This is an optimization exercise on Yosys and OpenROAD, whose aim is small area, not a production implementation. In this exercise RTL edits were held to simulation tests only and were not proved equivalent to the original. Power and IR drop assume default switching activity.

## flow/design.v (module list and top-level ports; edited modules follow where they fit)
// module instr_fetch: 190 lines
// module fsm_control: 2648 lines
// module opera_fetch_opera_store: 2232 lines
// module instr_excute: 707 lines
// module z80_cpu: 202 lines
module z80_cpu(
	clk,
	reset,
	nmi,
	int_n,
	data_input,
	data_output_output,
	data_bus_os,
	address,
	m1,
	wr,
	rd,
	mreq,
	iorq,
	halt
);
  // ...
==> flow/run.sh <==
#!/bin/bash
# synth_recipe.tcl (not shown) runs the flow's synth.tcl, then flattens the netlist and writes it again
# the make line also repeats each setting of config.mk as NAME=value (left out here)
make -C /OpenROAD-flow-scripts/flow DESIGN_CONFIG=/design/flow/config.mk WORK_HOME=/design/flow/orfs CLKGATE_MAP_FILE= SYNTH_SCRIPT=/design/flow/synth_recipe.tcl finish
==> flow/config.mk <==
export PLATFORM = sky130hd
export DESIGN_NAME = z80_cpu
export DESIGN_NICKNAME = z80_cpu
export VERILOG_FILES = /design/flow/design.v
export SDC_FILE = /design/flow/constraint.sdc
export NUM_CORES = 4
export LEC_CHECK = 0
export CAP_MARGIN = 20
export CORE_MARGIN = 2
export CORE_UTILIZATION = 30
export GPL_ROUTABILITY_DRIVEN = 1
export PLACE_DENSITY = 0.45
export SLEW_MARGIN = 20
==> flow/constraint.sdc <==
create_clock -name core_clock -period 15.0 [get_ports {clk}]
set_input_delay 3.0000 -clock core_clock [delete_from_list [all_inputs] [get_ports {clk}]]
set_output_delay 3.0000 -clock core_clock [all_outputs]
set_load 0.01 [all_outputs]
==> flow_results.xml, run 1 <==
<?xml version="1.0" encoding="UTF-8"?>
<metrics>
  <group name="drt">
    <metric name="drc_errors" unit="">0</metric>
    <metric name="via_total_after_detailed_routing" unit="">64300</metric>
    <metric name="dr_wl_met2" unit="mm">154</metric>
  </group>
  <group name="layout">
    <metric name="final_layout_size_suffix_gt1_frac" unit="">0.137</metric>
    <metric name="number_of_ordinary_and_repair_buffers_in_the_finished_layout" unit="">440</metric>
    <metric name="layout.cells.most_common_list" unit="">863 x nand2_1, 514 x nor2_1, 442 x a21oi_1</metric>
    <metric name="final.fill_count" unit="">17400</metric>
    <metric name="finish.cell_count_without_fillers" unit="">8673</metric>
    <metric name="nFlopsAndLatches" unit="">434</metric>
    <metric name="non_clock_buffer_area_share" unit="">0.0630</metric>
  </group>
  <group name="placed_design">
    <metric name="dpl-instance-area" unit="mm2">0.0525</metric>
    <metric name="placed_cells_incl_taps" unit="">8524</metric>
    <metric name="placement.io_buffers" unit="">49</metric>
    <metric name="dp_hpwl" unit="mm">293</metric>
  </group>
  <group name="logic_synthesis">
    <metric name="synth_adder_area_share" unit="">0.0287</metric>
    <metric name="synth_top_cells_by_area" unit="">dfrtp_1 21%, nand2_1 6.7%, a21oi_1 4.6%</metric>
    <metric name="synth_enable_flop_cells" unit="">0</metric>
    <metric name="synth_seq_cells" unit="">434</metric>
    <metric name="post_synth_and_or_nand_nor_area_fraction" unit="">0.240</metric>
  </group>
  <group name="timing">
    <metric name="fin_ws" unit="ps">2310</metric>
    <metric name="slew_headroom" unit="">0.0975</metric>
    <metric name="finClkSkew" unit="ps">141</metric>
    <metric name="report.final.hold_viol_count" unit="">0</metric>
    <metric name="setup_viol" unit="">0</metric>
    <metric name="setup_tns_after_final_layout" unit="ps">0</metric>
  </group>
  <group name="power">
    <metric name="top_power_group" unit="">combinational logic</metric>
    <metric name="power_switching_share" unit="">0.650</metric>
    <metric name="power_combinational" unit="mW">10.6</metric>
    <metric name="powerClk" unit="mW">1.61</metric>
  </group>
  <group name="critical_path">
    <metric name="r2r_slack" unit="ps">3830</metric>
    <metric name="regToRegEndpoint" unit="">ie_0.ie_os_flag_reg[2]$_DFFE_PN0P_</metric>
    <metric name="cp_cell_sequence" unit="">nand4b_1 &gt; nor4_1 &gt; nor2_1 &gt; nand2_1 &gt; or3_4 &gt; nand3_1 &gt; a2111o_1 &gt; a21oi_1 &gt; nand2_1 &gt; a21oi_1 &gt; a2111o_1 &gt; or4b_1 &gt; o41a_1 &gt; a222oi_1 &gt; o211ai_1 &gt; clkdlybuf4s50_1</metric>
    <metric name="setup.worst_path.end" unit="">address[1]</metric>
    <metric name="timing.setup.critical_path_class" unit="">reg2out</metric>
  </group>
  <group name="cts">
    <metric name="post_cts_hold_buffer_count" unit="">0</metric>
    <metric name="cts_setup_buffers" unit="">0</metric>
    <metric name="clock_tree.buffer_depth" unit="">3</metric>
  </group>
  <group name="floorplanning">
    <metric name="coreArea" unit="mm2">0.161</metric>
    <metric name="fp.dieArea" unit="mm2">0.165</metric>
    <metric name="tap-cell-count" unit="">2160</metric>
    <metric name="rows" unit="">147</metric>
    <metric name="io_pins" unit="">50</metric>
  </group>
  <group name="status">
    <metric name="run_status" unit="">timing/DRC/antenna clean</metric>
  </group>
  <group name="global_route">
    <metric name="grt_pass1_vias" unit="">58800</metric>
  </group>
</metrics>
==> inputs of run 2 (changes only) <==
--- a/flow/config.mk
+++ b/flow/config.mk
@@ -6,8 +6,9 @@
 export NUM_CORES = 4
 export LEC_CHECK = 0
+export ABC_AREA = 1
 export CAP_MARGIN = 20
 export CORE_MARGIN = 2
-export CORE_UTILIZATION = 30
+export CORE_UTILIZATION = 55
 export GPL_ROUTABILITY_DRIVEN = 1
-export PLACE_DENSITY = 0.45
+export PLACE_DENSITY = 0.65
 export SLEW_MARGIN = 20
==> flow_results.xml, run 2 <==
<?xml version="1.0" encoding="UTF-8"?>
<metrics>
  <group name="logic_synthesis">
    <metric name="asyncSetResetFlopFracSynth" unit="">1.00</metric>
    <metric name="synth_seq_cells" unit="">434</metric>
    <metric name="netlist.top_cell.by_area" unit="">dfrtp_1</metric>
    <metric name="post_synth_num_cell_types" unit="">86</metric>
    <metric name="synthesis.nets" unit="">8702</metric>
    <metric name="synth.avg_cell_area" unit="um2">5.93</metric>
    <metric name="synth_warnings" unit="">5</metric>
    <metric name="yosysMostFrequentCell" unit="">nand2_1</metric>
    <metric name="syn-cell-area" unit="mm2">0.0509</metric>
    <metric name="yosys_most_used_dff" unit="">dfrtp_1</metric>
    <metric name="synth_top_cells_by_count" unit="">2285 x nand2_1, 954 x nor2_1, 798 x inv_1</metric>
    <metric name="synth_top_cells_by_area" unit="">dfrtp_1 20%, nand2_1 17%, o21ai_0 7.1%</metric>
    <metric name="synth_enable_flop_cells" unit="">0</metric>
    <metric name="fraction_of_synthesized_cell_area_taken_by_the_top_area_cell_type" unit="">0.201</metric>
    <metric name="gate_count_after_technology_mapping" unit="">8591</metric>
    <metric name="synth-seq-area-share" unit="">0.214</metric>
  </group>
  <group name="floorplanning">
    <metric name="io_pins" unit="">50</metric>
    <metric name="die_h" unit="um">308</metric>
    <metric name="rows" unit="">111</metric>
    <metric name="initial_utilization" unit="">0.556</metric>
    <metric name="width_of_the_chip" unit="um">308</metric>
  </group>
  <group name="cts">
    <metric name="post_cts_hold_buffer_count" unit="">0</metric>
    <metric name="cts_setup_buffers" unit="">0</metric>
    <metric name="htree_num_levels" unit="">2</metric>
    <metric name="cts_resized" unit="">0</metric>
    <metric name="clock_tree.root_cell" unit="">clkbuf_16</metric>
    <metric name="tritoncts.num_buffers" unit="">54</metric>
    <metric name="clock_tree.buffer_depth" unit="">3</metric>
    <metric name="cts_sinks" unit="">434</metric>
  </group>
  <group name="status">
    <metric name="error" unit="">[ERROR GRT-0116] Global routing finished with congestion. Check the congestion regions in the DRC Viewer.</metric>
    <metric name="run_status" unit="">did not finish</metric>
    <metric name="last-stage-reached" unit="">global routing (5_1_grt)</metric>
  </group>
  <group name="placed_design">
    <metric name="dpl-instance-area" unit="mm2">0.0528</metric>
    <metric name="placement.io_buffers" unit="">49</metric>
    <metric name="finalWeightedCongestion" unit="">1.49</metric>
    <metric name="dp_hpwl" unit="mm">271</metric>
  </group>
  <group name="global_route">
    <metric name="grt_max_degree" unit="">97</metric>
  </group>
</metrics>
run 2: cell types whose count changed after synthesis, moves of 191 or more:
cell,change
o22ai_1,+284
nor2_1,+420
a22oi_1,-225
nand2_1,+1421
nand3_1,+314
inv_1,+670
o21ai_0,+294
clkbuf_1,-191
run 2: cell families after synthesis:
kind of cell,count (synthesis),synth area share
DFF,434,0.214
muxes,1,0.000196
AOI/OAI and AO/OA,2256,0.273
and+or+nand+nor,4458,0.378
adders and majority gates,99,0.0273
xor gates and xnor gates,33,0.00567
buffers and inverters,1310,0.102
run 2: power by group through the flow:
stage,Combinational [mW],Clock (mW),Sequential [mW]
2_1_floorplan,4.77,0,1.65
3_3_place_gp,7.81,0,2.02
3_5_place_dp,7.85,0,2.03
4_1_cts,7.88,1.40,2.01
run 2: worst min path at each step:
| stage | start | cells past startpoint | to |
|---|---|---|---|
| 2_1_floorplan | of_os_0.F_SKIM[2]$_DFFE_PN0P_ | 2 | of_os_0.F_SKIM[2]$_DFFE_PN0P_ |
| 4_1_cts | ie_0.ie_os_flag_reg[5]$_DFFE_PN0P_ | 2 | ie_0.ie_os_flag_reg[5]$_DFFE_PN0P_ |
| 3_5_place_dp | ie_0.ie_os_flag_reg[5]$_DFFE_PN0P_ | 2 | ie_0.ie_os_flag_reg[5]$_DFFE_PN0P_ |
| 3_3_place_gp | ie_0.ie_os_flag_reg[5]$_DFFE_PN0P_ | 2 | ie_0.ie_os_flag_reg[5]$_DFFE_PN0P_ |
run 2: through the flow:
step,worst slack [ps],instances,power (mW)
detailed placement,4690,9629,9.88
CTS,3960,9731,11.3
floorplan,6580,8591,6.42
global placement,4590,9627,9.83

## re-timing with driven ports
No port has a modelled driver above. Below, the same layout with a new extraction and two added sets of constraints. Step 1, drivers: a clkbuf_16 drives clk and a buf_2 each remaining input, both assumed. Step 2 adds t to the input delays and takes it off the output delays; t is the mean of the earliest and latest rising clock arrival at the registers after step 1. Input paths then give back, and output paths get back, about the clock's delay inside the block. Three values: no drivers, after step 1, after step 2; two values: the first two.
run: run 1
t (ns): 0.801
setup slack, ns: 2.306 / 2.229 / 3.031
hold slack, ns: 0.485 / 0.485 / 0.485
After both steps setup and hold are still met in run 1. The setup slack of run 1 moves by -0.077 ns with the drivers and by +0.725 ns with both steps.
